Context: an optimization exercise on an open-source flow, tuned for small area. The choices shown serve that exercise and are no tape-out recipe.
RTL that was checked went through simulation tests only; none was proved equivalent to the original.
Power and IR drop assume default switching activity.

==> flow/design.v (excerpt) <==
module FloatingPointMultiplier(
	input wire [26 : 0] in_1,
	input wire [26 : 0] in_2,
	input wire clk_pll,
	output wire [26 : 0] out
    );
Size: about 28 flip-flops, roughly 82 I/O pins.
==> module FPExpAdder, before the edit <==
module FPExpAdder(
	input wire [7 : 0] in,
	input wire [7 : 0] change,
	output wire [7 : 0] nout
    );
	wire [8 : 0] c;
	wire [7 : 0] s;
	HalfAdder ha0 (.a(in[0]), .b(change[0]), .s(s[0]), .co(c[1]));
	genvar i;
	generate
		for (i = 1; i < 8; i = i + 1) begin : bit_add
			FullAdder fa (.a(in[i]), .b(change[i]), .ci(c[i]), .s(s[i]), .co(c[i + 1]));
		end
	endgenerate
	wire ovf;
	Xor2 x_ovf (.a(c[7]), .b(c[8]), .y(ovf));
	wire set_ones = ovf & ~in[7];
	wire nset_zeros = ~(ovf & in[7]);
	assign nout[6 : 0] = ~((s[6 : 0] | {7{set_ones}}) & {7{nset_zeros}});
	Xnor2 x_sign (.a(s[7]), .b(ovf), .y(nout[7]));
endmodule
==> module FPExpDec, before the edit <==
module FPExpDec(
	input wire [7 : 0] nin,
	input wire norm,
	output wire [7 : 0] out
    );
	wire [7 : 0] z;
	assign z[0] = 1'b1;
	genvar i;
	generate
		for (i = 1; i < 8; i = i + 1) begin : zero_chain
			assign z[i] = z[i - 1] & nin[i - 1];
		end
	endgenerate
	wire min_exp = ~nin[7] & z[7];
	wire dec = ~(norm | min_exp);
	wire [7 : 0] nflip;
	assign nflip[0] = ~dec;
	generate
		for (i = 1; i < 8; i = i + 1) begin : flip_bit
			Nand2 n_flip (.a(dec), .b(z[i]), .y(nflip[i]));
		end
		for (i = 0; i < 8; i = i + 1) begin : out_bit
			Xor2 x_out (.a(nin[i]), .b(nflip[i]), .y(out[i]));
		end
	endgenerate
endmodule
clock: 6.8 ns
lec_check: 0
cap_margin: 20
core_margin: 2
core_utilization: 40
cts_buf_list: sky130_fd_sc_hd__clkbuf_4 sky130_fd_sc_hd__clkbuf_8
slew_margin: 20
synth_hierarchical: 1
standard.sh (not shown) runs the stock make flow with config.mk's settings and CLKGATE_MAP_FILE= SYNTH_SCRIPT=/design/flow/synth_recipe.tcl, a recipe that flattens the netlist after the stock synthesis.
==> flow/flow/run.sh <==
#!/bin/bash
# Layout flow: the standard synthesis and layout, with
# - the smallest buffer cell for the port buffers instead of the one
#   buffer_ports picks by default,
# - every combinational cell sized down before global placement
#   (flow/downsize.tcl), so that timing repair sizes up only what it needs,
# - timing-driven global placement that does not keep the buffers its
#   virtual repair inserts (GPL_KEEP_OVERFLOW=0); timing is repaired later,
# - input port buffers with many loads sized up to buf_2 after global
#   placement (flow/portbuf.tcl),
# - clock tree synthesis without dummy loads.
set -euo pipefail
bash standard.sh synth > synth.log 2>&1
bash standard.sh 'BUFFER_PORTS_ARGS=-buffer_cell sky130_fd_sc_hd__buf_1' \
  "PRE_GLOBAL_PLACE_TCL=$PWD/flow/downsize.tcl" GPL_KEEP_OVERFLOW=0 \
  "POST_GLOBAL_PLACE_TCL=$PWD/flow/portbuf.tcl" \
  'CTS_ARGS=-sink_clustering_enable -repair_clock_nets -dont_use_dummy_load -buf_list {sky130_fd_sc_hd__clkbuf_4 sky130_fd_sc_hd__clkbuf_8}' \
  finish > layout.log 2>&1
Other scripts of this flow, unchanged in this note and not shown: flow/flow/downsize.tcl, flow/flow/portbuf.tcl
==> next run, changes <==
--- a/flow/design.v
+++ b/flow/design.v
@@ -1,53 +1,47 @@
 `timescale 1ns / 1ps
 module FPExpAdder(
 	input wire [7 : 0] in,
 	input wire [7 : 0] change,
 	output wire [7 : 0] nout
     );
-	wire [8 : 0] c;
-	wire [7 : 0] s;
+	wire [7 : 0] c;
+	wire [6 : 0] s;
 	HalfAdder ha0 (.a(in[0]), .b(change[0]), .s(s[0]), .co(c[1]));
 	genvar i;
 	generate
-		for (i = 1; i < 8; i = i + 1) begin : bit_add
+		for (i = 1; i < 7; i = i + 1) begin : bit_add
 			FullAdder fa (.a(in[i]), .b(change[i]), .ci(c[i]), .s(s[i]), .co(c[i + 1]));
 		end
 	endgenerate
-	wire ovf;
-	Xor2 x_ovf (.a(c[7]), .b(c[8]), .y(ovf));
-	wire set_ones = ovf & ~in[7];
-	wire nset_zeros = ~(ovf & in[7]);
-	assign nout[6 : 0] = ~((s[6 : 0] | {7{set_ones}}) & {7{nset_zeros}});
-	Xnor2 x_sign (.a(s[7]), .b(ovf), .y(nout[7]));
+	wire set_ones = ~in[7] & ~change[7] & c[7];
+	wire nset_zeros = ~(in[7] & change[7] & ~c[7]);
+	assign nout[6 : 0] = ~((s | {7{set_ones}}) & {7{nset_zeros}});
+	wire nboth, nneither;
+	Nand2 n_both (.a(in[7]), .b(change[7]), .y(nboth));
+	Nor2 n_neither (.a(in[7]), .b(change[7]), .y(nneither));
+	Oa21 o_sign (.a(nneither), .b(c[7]), .c(nboth), .y(nout[7]));
 endmodule
 module FPExpDec(
 	input wire [7 : 0] nin,
 	input wire norm,
 	output wire [7 : 0] out
     );
-	wire [7 : 0] z;
-	assign z[0] = 1'b1;
-	genvar i;
-	generate
-		for (i = 1; i < 8; i = i + 1) begin : zero_chain
-			assign z[i] = z[i - 1] & nin[i - 1];
-		end
-	endgenerate
-	wire min_exp = ~nin[7] & z[7];
+	wire min_exp = ~nin[7] & (&nin[6 : 0]);
 	wire dec = ~(norm | min_exp);
-	wire [7 : 0] nflip;
-	assign nflip[0] = ~dec;
+	wire [7 : 0] b;
+	wire [6 : 0] nout;
+	assign b[0] = dec;
+	genvar i;
 	generate
-		for (i = 1; i < 8; i = i + 1) begin : flip_bit
-			Nand2 n_flip (.a(dec), .b(z[i]), .y(nflip[i]));
-		end
-		for (i = 0; i < 8; i = i + 1) begin : out_bit
-			Xor2 x_out (.a(nin[i]), .b(nflip[i]), .y(out[i]));
+		for (i = 0; i < 7; i = i + 1) begin : borrow
+			HalfAdder ha (.a(nin[i]), .b(b[i]), .s(nout[i]), .co(b[i + 1]));
+			Inv inv (.a(nout[i]), .y(out[i]));
 		end
 	endgenerate
+	Xnor2 x_top (.a(nin[7]), .b(b[7]), .y(out[7]));
 endmodule
 `timescale 1ns / 1ps
 module FloatingPointMultiplier(
 	input wire [26 : 0] in_1,
 	input wire [26 : 0] in_2,
 	input wire clk_pll,
@@ -1333,12 +1327,15 @@
 module Aoi21(input wire a, input wire b, input wire c, output wire y);
 	assign y = ~(a | (b & c));
 endmodule
 module Aoi22(input wire a1, input wire a2, input wire b1, input wire b2, output wire y);
 	assign y = ~((a1 & a2) | (b1 & b2));
 endmodule
+module Oa21(input wire a, input wire b, input wire c, output wire y);
+	assign y = (a | b) & c;
+endmodule
 module Oai21(input wire a, input wire b, input wire c, output wire y);
 	assign y = ~(a & (b | c));
 endmodule
 module Nand2(input wire a, input wire b, output wire y);
 	assign y = ~(a & b);
 endmodule
Outcome:
- The new run went through all stages and came out clean
- core utilization stays flat
- setup slack improves by 0.038 ns
- power goes down by 0.96%
- non-clock buffer count stays the same
- wire length came out lower by about 0.53%
- first-iteration DRC count decreases by 5.1%
For the second run of this note, only the layout was checked, not whether the RTL still works.

static timing again, ports no longer ideal:
In the flow no input, the clock included, has a driving cell. The finished layouts below were timed again as built, in two steps. Step 1 (the two cells are an assumption about what drives the block):
set clk [get_ports {clk_pll}]
set_driving_cell -lib_cell sky130_fd_sc_hd__clkbuf_16 $clk
set_driving_cell -lib_cell sky130_fd_sc_hd__buf_2 [delete_from_list [all_inputs] $clk]
Step 2 also shifts input and output timing later by t, the mid clock arrival at the registers, as if the neighbouring blocks saw the same clock. a / b / c = no drivers / after step 1 / after step 2; a / b = the first two.
run	t (ns)	slack for setup (ns)	hold slack, ns	slew at the worst register clock pin (ns)
the first run	0.294	0.251 / 0.257 / -0.037	1.274 / 1.272 / 1.566	0.09 / 0.09
the second run	0.298	0.289 / 0.279 / -0.019	1.270 / 1.264 / 1.562	0.08 / 0.08
With both steps, setup timing fails in the first run and the second run, where it was met with ideal ports. For the second run, which loses most, drivers alone change the setup slack by -0.010 ns; drivers and shift together by -0.308 ns.
